This is an optimization exercise on Yosys and OpenROAD, whose aim is small area and a short achievable clock period, not a production implementation. RTL that was checked went through simulation tests only; none was proved equivalent to the original. The flow treats the clock pin as an ideal source. Dropping or thinning the clock tree relies on that and would not hold on a real chip.

## run A
==> flow/design.v (excerpt) <==
module encoder (
    input clk,
    input rst_n,
    input [31:0] data_in,
    output logic [31:0] data_out
);
    logic [7:0] cnt;              
    logic [7:0] cnt_nxt;
    logic [1:0] u, un;
    logic [5:0] v, vn;
    assign cnt_nxt = (cnt == 8'd254) ? 8'd0 : cnt + 8'd1;
    assign u = cnt[7:6];
    assign v = cnt[5:0];
    assign un = cnt_nxt[7:6];
    assign vn = cnt_nxt[5:0];
    always_ff @(posedge clk) begin
        if (!rst_n) cnt <= 8'd254;
        else cnt <= cnt_nxt;
    end
    logic ptop;
    always_ff @(posedge clk) begin
        if (!rst_n) ptop <= 1'b0;
        else ptop <= (vn != 6'd0) && (vn <= 6'd59);
    end
    logic acc;
    assign acc = (vn < 6'd59) || (vn == 6'd59 && un != 2'd3);
    logic [3:0][7:0] enc;
    always_ff @(posedge clk) begin
        enc[3] <= data_in[31:24];
        if (acc) enc[2:0] <= data_in[23:0];
    end
    logic [7:0] el [0:3];
    logic [7:0] cat [0:7];        
    always_comb begin
        for (int s = 0; s < 4; s++) begin
            el[s] = enc[3 - s];
            cat[s] = enc[3 - s];
            cat[s + 4] = data_in[31 - 8 * s -: 8];
        end
    end
    logic [3:0][7:0] rot;
    logic [3:0][7:0] rot_d;
    always_comb begin
        for (int j = 0; j < 4; j++) begin
            rot_d[j] = cat[j + 3 - un];
            if ((j == 0 && vn == 6'd0) || vn > 6'd59 || !rst_n) rot_d[j] = 8'd0;
        end
    end
    always_ff @(posedge clk) begin
        rot <= rot_d;
    end
    logic [127:0] par;            
    logic [127:0] peff;
    logic [31:0] fb;              
    logic [127:0] mp;
    logic [127:0] pnew;
    assign peff[127:96] = ptop ? par[127:96] : 32'd0;
    assign peff[95:64] = par[95:64];
    assign peff[63:0] = (cnt == 8'd254) ? 64'd0 : par[63:0];
    always_comb begin
        for (int e = 0; e < 4; e++)
            fb[8 * e +: 8] = peff[8 * (12 + e) +: 8] ^ rot[3 - e];
        pnew = {peff[95:0], 32'd0} ^ mp;
    end
    logic [208:0] cx;
    enc_xor2 x0 (.a(fb[4]), .b(fb[21]), .y(cx[0]));
    enc_xor2 x1 (.a(fb[20]), .b(fb[31]), .y(cx[1]));
    enc_xor2 x2 (.a(fb[9]), .b(fb[23]), .y(cx[2]));
  ...
Size: about 1600 cells after synthesis, ~230 flip-flops, roughly 66 I/O pins, ~15000 um^2 of cells after synthesis.
export LEC_CHECK = 0
export CAP_MARGIN = 20
export CORE_MARGIN = 2
export CORE_UTILIZATION = 65
export SLEW_MARGIN = 20
export SYNTH_HIERARCHICAL = 1
create_clock -name core_clock -period 14.0 [get_ports {clk}]
standard.sh (not shown) runs the stock make flow with config.mk's settings and CLKGATE_MAP_FILE= SYNTH_SCRIPT=/design/flow/synth_recipe.tcl, a recipe that flattens the netlist after the stock synthesis.
==> flow/flow/run.sh <==
#!/bin/bash
# Standard layout, with plain buffers on the ports and timing repair aimed
# well below the clock period.
set -euo pipefail
export BUFFER_PORTS_ARGS="-buffer_cell sky130_fd_sc_hd__buf_2"
export SETUP_SLACK_MARGIN=10.2
bash standard.sh > standard.log 2>&1
Run A: done, clean on timing, DRC and antenna
Inputs modified between run A and run B:
- CTS_CLUSTER_SIZE newly set to 20
- CTS_CLUSTER_DIAMETER newly set to 100
--- outcome ---
- The slowest library cell on the worst path comes out sky130_fd_sc_hd__xor2_1 in one run and sky130_fd_sc_hd__a21oi_1 in the other, namely in run A and run B respectively.
- A capturing element of the worst setup path of data_out[16] is what run A shows, while data_out[22] belongs to run B.
- Run B vs run A: count of clock-buffer cells in the layout down by more than a quarter
- Total length of routed wires: run B < run A
No run of this note included a check of the RTL's function; only the layout flow was run.

* * *

encoder, a different RTL version from the one above (not shown whole).
Size in the first run: roughly 1,500 cells after synthesis.
clock: 14.0 ns
lec_check: 0
cap_margin: 20
core_margin: 2
core_utilization: 65
gpl_timing_driven: 0
slew_margin: 20
==> flow/flow/run.sh <==
#!/bin/bash
# Standard layout, except: the synthesis maps with flow/abc_speed.script,
# the clock tree is flow/ctree.tcl's two-level tree, the ports get plain
# buffers, timing repair aims below the period, and the wire capacitance
# the placement-stage timing estimates use is scaled up by 1.3 (closer to
# the extracted values).
set -euo pipefail
rm -rf scripts_local
cp -r "$FLOW_HOME/scripts" scripts_local
cp flow/abc_speed.script scripts_local/abc_speed.script
sed -i 's|^log_cmd clock_tree_synthesis .*|source $::env(CTREE_TCL)|' scripts_local/cts.tcl
grep -q CTREE_TCL scripts_local/cts.tcl
python3 - "$FLOW_HOME/platforms/sky130hd/setRC.tcl" 1.3 > setRC_scaled.tcl <<'PY'
import re, sys
s = open(sys.argv[1]).read()
k = float(sys.argv[2])
print(re.sub(r'-capacitance ([0-9.Ee+-]+)', lambda m: '-capacitance %g' % (float(m.group(1)) * k), s))
PY
export LAYER_PARASITICS_FILE=$PWD/setRC_scaled.tcl
export CTREE_TCL=$PWD/flow/ctree.tcl
export CTREE_LEAF=20
export CTREE_BUF_LEAF=sky130_fd_sc_hd__clkbuf_16
export CTREE_BUF_TOP=sky130_fd_sc_hd__clkbuf_8
export SCRIPTS_DIR=$PWD/scripts_local
export BUFFER_PORTS_ARGS="-buffer_cell sky130_fd_sc_hd__buf_2"
export SETUP_SLACK_MARGIN=10.25
bash standard.sh > standard.log 2>&1
==> flow/flow/ctree.tcl <==
# Two-level clock tree in place of clock_tree_synthesis: the clock port drives
# one buffer per quadrant of the clock sinks, and each of those drives the
# leaf buffers of its quadrant (at most CTREE_LEAF sinks per leaf).
set ct_block [ord::get_db_block]
set ct_dbu [$ct_block getDbUnitsPerMicron]
set ct_buf_leaf [expr {[info exists ::env(CTREE_BUF_LEAF)] ? $::env(CTREE_BUF_LEAF) : "sky130_fd_sc_hd__clkbuf_16"}]
set ct_buf_top [expr {[info exists ::env(CTREE_BUF_TOP)] ? $::env(CTREE_BUF_TOP) : "sky130_fd_sc_hd__clkbuf_16"}]
set ct_leaf [expr {[info exists ::env(CTREE_LEAF)] ? $::env(CTREE_LEAF) : 20}]

proc ct_centroid {pts} {
  set sx 0.0; set sy 0.0
  foreach p $pts { set sx [expr {$sx + [lindex $p 1]}]; set sy [expr {$sy + [lindex $p 2]}] }
  set n [llength $pts]
  return [list [expr {$sx / $n}] [expr {$sy / $n}]]
}
# split {pin x y} items into k near-equal parts along x (idx 1) or y (idx 2)
proc ct_split {pts k idx} {
  set s [lsort -real -index $idx $pts]
  set n [llength $s]
  set out {}
  for {set i 0} {$i < $k} {incr i} {
    lappend out [lrange $s [expr {($n * $i) / $k}] [expr {($n * ($i + 1)) / $k - 1}]]
  }
  return $out
}
proc ct_span {pts idx} {
  set l [lsort -real -index $idx $pts]
  return [expr {[lindex $l end $idx] - [lindex $l 0 $idx]}]
}
proc ct_um {v} { return [expr {$v / double($::ct_dbu)}] }

set ct_sinks {}
foreach p [get_pins -of_objects [get_nets clk]] {
  lassign [[sta::sta_to_db_pin $p] getAvgXY] ok x y
  lappend ct_sinks [list $p $x $y]
}
puts "ctree: [llength $ct_sinks] clock sinks"

set ct_quads {}
foreach half [ct_split $ct_sinks 2 1] {
  foreach q [ct_split $half 2 2] { lappend ct_quads $q }
}
set qi 0
foreach q $ct_quads {
  set nleaf [expr {int(ceil([llength $q] / double($ct_leaf)))}]
  set idx [expr {[ct_span $q 1] > [ct_span $q 2] ? 1 : 2}]
  set leafxy {}
  set li 0
  foreach g [ct_split $q $nleaf $idx] {
    set pins {}
    foreach p $g { lappend pins [lindex $p 0] }
    lassign [ct_centroid $g] cx cy
    set bname "ctree_leaf_${qi}_${li}"
    insert_buffer -buffer_cell $ct_buf_leaf -net clk -load_pins $pins \
      -location [list [ct_um $cx] [ct_um $cy]] \
      -buffer_name $bname -net_name "ctree_net_leaf_${qi}_${li}"
    lappend leafxy [list x $cx $cy]
    incr li
  }
  # insert_buffer adds a number to the names: find this quadrant's leaves
  set leafpins {}
  foreach p [get_pins -of_objects [get_nets clk]] {
    if {[string match "ctree_leaf_${qi}_*" [get_full_name $p]]} { lappend leafpins $p }
  }
  if {$li == 1} { incr qi; continue }
  lassign [ct_centroid $leafxy] cx cy
  insert_buffer -buffer_cell $ct_buf_top -net clk -load_pins $leafpins \
    -location [list [ct_um $cx] [ct_um $cy]] \
    -buffer_name "ctree_q_${qi}" -net_name "ctree_net_q_${qi}"
  incr qi
}
foreach net [$ct_block getNets] {
  if {[string match ctree_net_* [$net getName]]} { $net setSigType CLOCK }
}
[$ct_block findNet clk] setSigType CLOCK
set_propagated_clock [all_clocks]
puts "ctree: clock port drives [llength [get_pins -of_objects [get_nets clk]]] pins"
Other scripts of this flow, unchanged in this note and not shown: flow/flow/abc_speed.script
Next try:
--- a/flow/flow/run.sh
+++ b/flow/flow/run.sh
@@ -3,5 +3,5 @@
 # the clock tree is flow/ctree.tcl's two-level tree, the ports get plain
 # buffers, timing repair aims below the period, and the wire capacitance
-# the placement-stage timing estimates use is scaled up by 1.3 (closer to
+# the placement-stage timing estimates use is scaled up by 1.2 (closer to
 # the extracted values).
 set -euo pipefail
@@ -11,5 +11,5 @@
 sed -i 's|^log_cmd clock_tree_synthesis .*|source $::env(CTREE_TCL)|' scripts_local/cts.tcl
 grep -q CTREE_TCL scripts_local/cts.tcl
-python3 - "$FLOW_HOME/platforms/sky130hd/setRC.tcl" 1.3 > setRC_scaled.tcl <<'PY'
+python3 - "$FLOW_HOME/platforms/sky130hd/setRC.tcl" 1.2 > setRC_scaled.tcl <<'PY'
 import re, sys
 s = open(sys.argv[1]).read()
@@ -21,5 +21,5 @@
 export CTREE_LEAF=20
 export CTREE_BUF_LEAF=sky130_fd_sc_hd__clkbuf_16
-export CTREE_BUF_TOP=sky130_fd_sc_hd__clkbuf_8
+export CTREE_BUF_TOP=sky130_fd_sc_hd__clkbuf_16
 export SCRIPTS_DIR=$PWD/scripts_local
 export BUFFER_PORTS_ARGS="-buffer_cell sky130_fd_sc_hd__buf_2"
GPL_TIMING_DRIVEN = unset   (was 0)
Maximum frequency came out lower by 0.54%.
Synthesized cell count stays the same.
Setup slack gets worse by 0.019 ns.
Cell area came out lower by 3.2%.
Hold slack gets worse by 0.0033 ns.
Register-to-register slack barely changes.
Utilization came out lower by 2.5 points.
Clock skew came out lower by 0.0087 ns.
Area after synthesis does not change.
Critical path depth came out lower by 7.
Next try:
--- a/flow/flow/run.sh
+++ b/flow/flow/run.sh
@@ -3,5 +3,5 @@
 # the clock tree is flow/ctree.tcl's two-level tree, the ports get plain
 # buffers, timing repair aims below the period, and the wire capacitance
-# the placement-stage timing estimates use is scaled up by 1.2 (closer to
+# the placement-stage timing estimates use is scaled up by 1.3 (closer to
 # the extracted values).
 set -euo pipefail
@@ -11,5 +11,5 @@
 sed -i 's|^log_cmd clock_tree_synthesis .*|source $::env(CTREE_TCL)|' scripts_local/cts.tcl
 grep -q CTREE_TCL scripts_local/cts.tcl
-python3 - "$FLOW_HOME/platforms/sky130hd/setRC.tcl" 1.2 > setRC_scaled.tcl <<'PY'
+python3 - "$FLOW_HOME/platforms/sky130hd/setRC.tcl" 1.3 > setRC_scaled.tcl <<'PY'
 import re, sys
 s = open(sys.argv[1]).read()
@@ -24,4 +24,4 @@
 export SCRIPTS_DIR=$PWD/scripts_local
 export BUFFER_PORTS_ARGS="-buffer_cell sky130_fd_sc_hd__buf_2"
-export SETUP_SLACK_MARGIN=10.25
+export SETUP_SLACK_MARGIN=10.15
 bash standard.sh > standard.log 2>&1
PLACE_DENSITY = 0.75   (was unset)
The new run completed with no timing, DRC or antenna violations.
Setup slack gets better by 0.015 ns.
Via count falls by 0.92%.
Cell count stays flat.
Hold slack gets worse by 0.0038 ns.
Final area hardly moves.
Maximum frequency rises by 0.42%.
Next try:
GPL_TIMING_DRIVEN = 0   (was unset)
PLACE_DENSITY = unset   (was 0.75)
The changed run passed the timing, design-rule and antenna checks.
Synthesized cell count stays the same.
Cell area grows by a few percent.
Fmax shrinks slightly.
Area after synthesis is unchanged.
Routed wire length grows slightly.
Clock skew barely changes.
Core utilization grows by 2.4 points.
Worst setup slack got worse by 0.026 ns.
Final cell count shrinks slightly.
In every run of this note, the design's own scripts or RTL, not TritonCTS, make the clock network.

* * *

== build 28 ==
Another version of the RTL of encoder (not shown whole).
Size: ~230 flip-flops, ~66 I/O pins, roughly 16,000 um2 of cells after synthesis.
==> flow/config.mk <==
export PLATFORM = sky130hd
export DESIGN_NAME = encoder
export DESIGN_NICKNAME = encoder
export VERILOG_FILES = /design/flow/design.v
export SDC_FILE = /design/flow/constraint.sdc
export NUM_CORES = 8
export LEC_CHECK = 0
export CAP_MARGIN = 20
export CORE_MARGIN = 2
export CORE_UTILIZATION = 65
export CTS_CLUSTER_DIAMETER = 100
export CTS_CLUSTER_SIZE = 20
export SLEW_MARGIN = 20
==> flow/constraint.sdc <==
create_clock -name core_clock -period 14.0 [get_ports {clk}]
set_input_delay 2.8000 -clock core_clock [delete_from_list [all_inputs] [get_ports {clk}]]
set_output_delay 2.8000 -clock core_clock [all_outputs]
set_load 0.01 [all_outputs]
==> flow/flow/run.sh <==
#!/bin/bash
# Standard layout, except: the synthesis maps with flow/abc_speed.script,
# the ports get plain buffers, and timing repair aims below the period.
set -euo pipefail
rm -rf scripts_local
cp -r "$FLOW_HOME/scripts" scripts_local
cp flow/abc_speed.script scripts_local/abc_speed.script
export SCRIPTS_DIR=$PWD/scripts_local
export BUFFER_PORTS_ARGS="-buffer_cell sky130_fd_sc_hd__buf_2"
export SETUP_SLACK_MARGIN=0
bash standard.sh > standard.log 2>&1
==> flow/flow/abc_speed.script <==
strash
dch -f
&get -n
&nf -R 20 -p
&put
topo
stime -c
buffer -c
upsize -c
dnsize -c
Changes in build 29 relative to build 28:
--- a/flow/flow/run.sh
+++ b/flow/flow/run.sh
@@ -8,4 +8,4 @@
 export SCRIPTS_DIR=$PWD/scripts_local
 export BUFFER_PORTS_ARGS="-buffer_cell sky130_fd_sc_hd__buf_2"
-export SETUP_SLACK_MARGIN=0
+export SETUP_SLACK_MARGIN=10.0
 bash standard.sh > standard.log 2>&1
==> flow/flow/abc_speed.script <==
strash
dch -f
map -a
topo
stime -c
Findings:
In the tables for build 29 and build 28, clock buffer instance count of the final layout reads lower with build 28. [compare] base=build 28 new=build 29: worst clock skew shows a reduction of 0.0030 ns, HPWL after detailed placement shows an increase of 15%, cell count of the worst reg-to-reg path shows no meaningful change, final standard cell area without fillers shows an increase of 0.84%. The run with more routed wire is build 29, not build 28. Vias: build 29 more than build 28. Build 29 vs build 28, longest individual stage delay on the worst path went up by 0.39 ns. Fraction of area in registers was higher in the run labelled build 28.
Here is what was changed in the inputs of build 5 compared with build 29.
--- a/flow/flow/run.sh
+++ b/flow/flow/run.sh
@@ -8,4 +8,4 @@
 export SCRIPTS_DIR=$PWD/scripts_local
 export BUFFER_PORTS_ARGS="-buffer_cell sky130_fd_sc_hd__buf_2"
-export SETUP_SLACK_MARGIN=10.0
+export SETUP_SLACK_MARGIN=10.5
 bash standard.sh > standard.log 2>&1
==> flow/flow/abc_speed.script <==
strash
dch -f
&get -n
&nf -R 1000 -p
&put
topo
stime -c
### Flow results
Build 5 vs build 29: final worst-path cycle share up
Build 5 against build 29: die area moved down.
Changes observed in build 5 relative to build 29: final RePlAce weighted congestion now sits lower, average wire per cell in the routed design now sits higher.
Summary of build 5 over build 29: met1 demand-to-capacity share in global routing went down, fraction of the core area covered by cells at the end of the flow went up, clock period minus final worst setup slack higher.
The inputs of build 45 differ from those of build 5 as listed below.
--- a/flow/flow/run.sh
+++ b/flow/flow/run.sh
@@ -8,4 +8,4 @@
 export SCRIPTS_DIR=$PWD/scripts_local
 export BUFFER_PORTS_ARGS="-buffer_cell sky130_fd_sc_hd__buf_2"
-export SETUP_SLACK_MARGIN=10.5
+export SETUP_SLACK_MARGIN=10.2
 bash standard.sh > standard.log 2>&1
==> flow/flow/abc_speed.script <==
strash
dch -f
map -a
topo
stime -c
--- outcome ---
- Total die area went up by a few percent going from build 5 to build 45.
- Build 45 ends up with higher setup slack than build 5 does.
- Re final clock period utilization by the worst path: build 45 is 1.2 points down on build 5.
- Build 45 ended up with met4 as its uppermost layer routed; build 5 ended up with met5.
- In the final reports, the cell area of build 45 is smaller than that of build 5.
[inputs] build 98 vs build 45
--- a/flow/flow/run.sh
+++ b/flow/flow/run.sh
@@ -8,4 +8,4 @@
 export SCRIPTS_DIR=$PWD/scripts_local
 export BUFFER_PORTS_ARGS="-buffer_cell sky130_fd_sc_hd__buf_2"
-export SETUP_SLACK_MARGIN=10.2
+export SETUP_SLACK_MARGIN=10.3
 bash standard.sh > standard.log 2>&1
==> flow/flow/abc_speed.script <==
strash
dch -f
&get -n
&nf -R 1000 -p
&put
topo
stime -c
Notes after the runs:
Summary — global routing met3 resource utilization, build 98 relative to build 45: lower, by 3.2 points.
Build 98: done, clean on timing, DRC and antenna
Build 45 reports its capturing instance or port of the critical path as data_out[10]$_DFF_P_ while build 98 reports data_out[4]$_DFF_P_.
Compare build 45 and build 98 | global routing usage summed across all routing layers higher: build 45
Build 98 vs. build 45: wire length decreased about 14%, worst stage delay on the critical path grew by 0.02 ns.

[afterwards: timing with drivers on the ports]
The results above use ideal ports. As a check the final layouts listed here were re-extracted and re-timed, cells and wires unchanged.
Step 1 assumes that a clkbuf_16 drives the clock port and a buf_2 every other input.
Step 2 adds t to the input delays and takes it off the output delays; t is the mean of the earliest and latest rising clock arrival at the registers after step 1. Input paths then give back, and output paths get back, about the clock's delay inside the block.
Slacks: no drivers / after step 1 / after step 2; pairs: no drivers / after step 1.
| run | shift t [ns] | slack for setup (ns) | worst slew at a driven data input, ns |
|---|---|---|---|
| run A | 0.609 | 9.046 / 9.046 / 9.046 | 0.10 |
| run B | 0.557 | 9.534 / 9.534 / 9.534 | 0.05 |
| the first run of note 2 | 0.415 | 10.416 / 10.328 / 10.085 | 0.03 |
| the second run of note 2 | 0.409 | 10.396 / 10.284 / 10.124 | 0.04 |
| the third run of note 2 | 0.416 | 10.411 / 10.290 / 10.118 | 0.04 |
| the fourth run of note 2 | 0.407 | 10.385 / 10.332 / 10.101 | 0.03 |
| build 28 | 0.554 | 9.536 / 9.536 / 9.307 | 0.03 |
| build 29 | 0.561 | 9.983 / 9.983 / 9.652 | 0.03 |
| build 5 | 0.571 | 9.861 / 9.861 / 9.861 | 0.05 |
| build 45 | 0.559 | 10.026 / 10.026 / 9.864 | 0.04 |
| build 98 | 0.551 | 10.231 / 10.188 / 9.990 | 0.05 |
After both steps setup and hold are still met in every run listed.
